Source: an optimization exercise on an open RTL-to-GDS flow (aim: small area, a short achievable clock period and few clock cycles per item). Production flows keep margins and buffers that such runs may drop. The RTL was checked by simulation tests, not by an equivalence proof against the original design.

## v6
Design float64_mul, start of the top module:
module float64_mul (
        ap_clk,
        ap_rst,
        ap_start,
        ap_done,
        ap_idle,
        ap_ready,
        a,
        b,
        ap_return
);
input   ap_clk;
input   ap_rst;
input   ap_start;
output  ap_done;
output  ap_idle;
output  ap_ready;
input  [63:0] a;
input  [63:0] b;
output [63:0] ap_return;
localparam [2:0] S_IDLE = 3'd0, S_IT1 = 3'd1, S_IT2 = 3'd2, S_FIN = 3'd3, S_SLOW = 3'd4, S_IT0 = 3'd5,
                 S_SPC = 3'd6;
wire        sa = a[63];
wire        sb = b[63];
wire [10:0] ea = a[62:52];
wire [10:0] eb = b[62:52];
wire [51:0] fa = a[51:0];
wire [51:0] fb = b[51:0];
wire        zs = sa ^ sb;
wire a_ez = (ea == 11'd0);
wire b_ez = (eb == 11'd0);
wire a_em = (ea == 11'h7ff);
wire b_em = (eb == 11'h7ff);
wire a_fz = (fa == 52'd0);
wire b_fz = (fb == 52'd0);
wire a_nan  = a_em & ~a_fz;
wire b_nan  = b_em & ~b_fz;
wire a_snan = a_nan & ~fa[51];
wire b_snan = b_nan & ~fb[51];
wire a_inf  = a_em & a_fz;
wire b_inf  = b_em & b_fz;
wire a_zero = a_ez & a_fz;
wire b_zero = b_ez & b_fz;
wire sp_nan  = a_nan | b_nan;
wire sp_nanb = sp_nan & (b_snan | (b_nan & ~a_snan));
wire sp_nana = sp_nan & ~sp_nanb;
wire sp_dnan = ~sp_nan & ((a_inf & b_zero) | (b_inf & a_zero));
wire sp_inf  = ~sp_nan & ~sp_dnan & (a_inf | b_inf);
wire sp_zero = ~sp_nan & ~(a_inf | b_inf) & (a_zero | b_zero | (a_ez & b_ez));
wire special = sp_nan | sp_dnan | sp_inf | sp_zero;
reg k_nanb, k_nana, k_dnan, k_inf;
always @(posedge ap_clk) begin
    k_nanb <= sp_nanb;
    k_nana <= sp_nana;
    k_dnan <= sp_dnan;
    k_inf  <= sp_inf;
end
wire [63:0] special_val = k_nanb ? (b | 64'h0008_0000_0000_0000) :
                          k_nana ? (a | 64'h0008_0000_0000_0000) :
                          k_dnan ? 64'h7FFF_FFFF_FFFF_FFFF :
                          k_inf  ? {zs, 11'h7ff, 52'd0} : {zs, 63'd0};
wire [11:0] esum = {1'b0, ea[10:1], ea[0] | a_ez} + {1'b0, eb[10:1], eb[0] | b_ez};
wire fast = ~a_ez & ~b_ez & (esum >= 12'd1024) & (esum <= 12'd3068);
reg  [2:0]  state;
reg  [72:0] acc_s;
reg  [72:0] acc_c;
reg  [17:0] ch0;          
reg  [17:0] ch1;          
reg  [12:0] e;            
reg         fast_r;       
reg  [10:0] ebase_r;
wire st_idle = (state == S_IDLE);
  ...
clock: 10.0 ns
lec_check: 0
cap_margin: 25
core_margin: 2
core_utilization: 45
place_density: 0.65
setup_slack_margin: 2.75
slew_margin: 25
standard.sh (not shown) runs the stock make flow with config.mk's settings and CLKGATE_MAP_FILE= SYNTH_SCRIPT=/design/flow/synth_recipe.tcl, a recipe that flattens the netlist after the stock synthesis.
==> flow/flow/run.sh <==
#!/bin/bash
# The standard layout (the standard.sh, unchanged synthesis), except that the port
# buffers that global placement inserts on every input and output are plain
# sky130_fd_sc_hd__buf_2 cells instead of the delay buffers buffer_ports picks by default.
set -euo pipefail
export BUFFER_PORTS_ARGS="-buffer_cell sky130_fd_sc_hd__buf_2"
bash standard.sh finish > orfs_make.log 2>&1
Testbench counts of v6, summed over its fixed seeds: cycles 9,600, items 2,400.
For v7, these inputs were changed with respect to v6:
--- a/flow/design.v
+++ b/flow/design.v
@@ -4463,14 +4463,16 @@
 reg  [72:0] acc_s;
 reg  [72:0] acc_c;
 reg  [17:0] ch0;          
 reg  [17:0] ch1;          
 reg  [12:0] e;            
 reg         fast_r;       
 reg  [10:0] ebase_r;
+reg  [10:0] ebase1_r;
+reg  [10:0] ebase2_r;
 wire st_idle = (state == S_IDLE);
 wire st_it1  = (state == S_IT1);
 wire st_it2  = (state == S_IT2);
 wire st_fin  = (state == S_FIN);
 wire st_slow = (state == S_SLOW);
 wire st_it0  = (state == S_IT0);
 wire st_spc  = (state == S_SPC);
@@ -4550,14 +4552,16 @@
         if (st_it1) ch0 <= rsum[17:0];
         if (st_it2) ch1 <= rsum[17:0];
     end
 end
 always @(posedge ap_clk) begin
     fast_r  <= fast;
     ebase_r <= esum[10:0] - 11'd1023;
+    ebase1_r <= esum[10:0] - 11'd1022;
+    ebase2_r <= esum[10:0] - 11'd1021;
 end
 always @(posedge ap_clk) begin
     if (st_fin)
         e <= {1'b0, esum} - 13'd1022;
     else if (st_slow) begin
         if (shl)
             e <= e - 13'd1;
@@ -4575,17 +4579,15 @@
 wire [52:0] m1    = {1'b0, y[104:53]} + {52'd0, inc1};
 wire        co1   = m1[52];
 wire [51:0] mant1 = {m1[51:1], m1[0] & ~(inc1 & z50)};
 wire [51:0] mant0 = {y[103:53], y[52] & ~(z50 & ~y[51])};
 wire [10:0] em1   = e[10:0] - 11'd1;
 wire [10:0] ep1   = e[10:0] + 11'd1;
 wire [10:0] exp1s = (y[105] & co1) ? ep1 : (y[105] | co1) ? e[10:0] : em1;
-wire [10:0] ebase1 = ebase_r + 11'd1;
-wire [10:0] ebase2 = ebase_r + 11'd2;
-wire [10:0] exp1  = st_slow ? exp1s : (co1 ? ebase2 : ebase1);
+wire [10:0] exp1  = st_slow ? exp1s : (co1 ? ebase2_r : ebase1_r);
 wire [62:0] rounded = t ? {exp1, mant1} : {ebase_r, mant0};
 assign ap_return = st_spc ? special_val :
                    (st_slow & slow_ovf) ? {zs, 11'h7ff, 52'd0} :
                    {zs, rounded};
 assign ap_ready = ap_start & (st_spc | (st_fin & fast_r) | (st_slow & slow_done));
 assign ap_idle  = ~ap_start;
 assign ap_done  = ap_ready | ap_idle;
[summary]
- When the final numbers for v6 and v7 were put side by side, the die height turned out to be smaller in v6.
- Compare v6 and v7 | minimum hold slack higher: v6
- v7: all stages complete, timing, DRC and antenna checks passed
- v6: all stages complete, timing, DRC and antenna checks passed
- For the slack of the critical path, v7 came in 190 ps higher than v6 did.
Testbench counts of v7, summed over its fixed seeds: cycles 9,600, items 2,400.

==> afterwards: timing with drivers on the ports <==
The flow's constraints put no driver on any port. The routed layouts listed below were extracted and timed again, unchanged, in two steps.
Step 1 (the two cells are an assumption about what drives the block):
set clk [get_ports {ap_clk}]
set_driving_cell -lib_cell sky130_fd_sc_hd__clkbuf_16 $clk
set_driving_cell -lib_cell sky130_fd_sc_hd__buf_2 [delete_from_list [all_inputs] $clk]
Step 2, shift: input delay + t, output delay - t, t = (earliest + latest rising clock arrival at the registers) / 2. This alone moves slack from input paths to output paths.
a / b / c = ideal ports / drivers / drivers and shift; a / b = the first two.
run	t, ns	setup slack, ns	worst register clock-pin slew, ns	worst data-port slew with drivers (ns)
v6	0.635	2.490 / 2.437 / 2.327	0.07 / 0.07	0.11
v7	0.634	2.682 / 2.622 / 2.091	0.07 / 0.07	0.04
After both steps every run listed still meets setup and hold. For v7, which loses most, drivers alone change the setup slack by -0.060 ns; drivers and shift together by -0.591 ns.
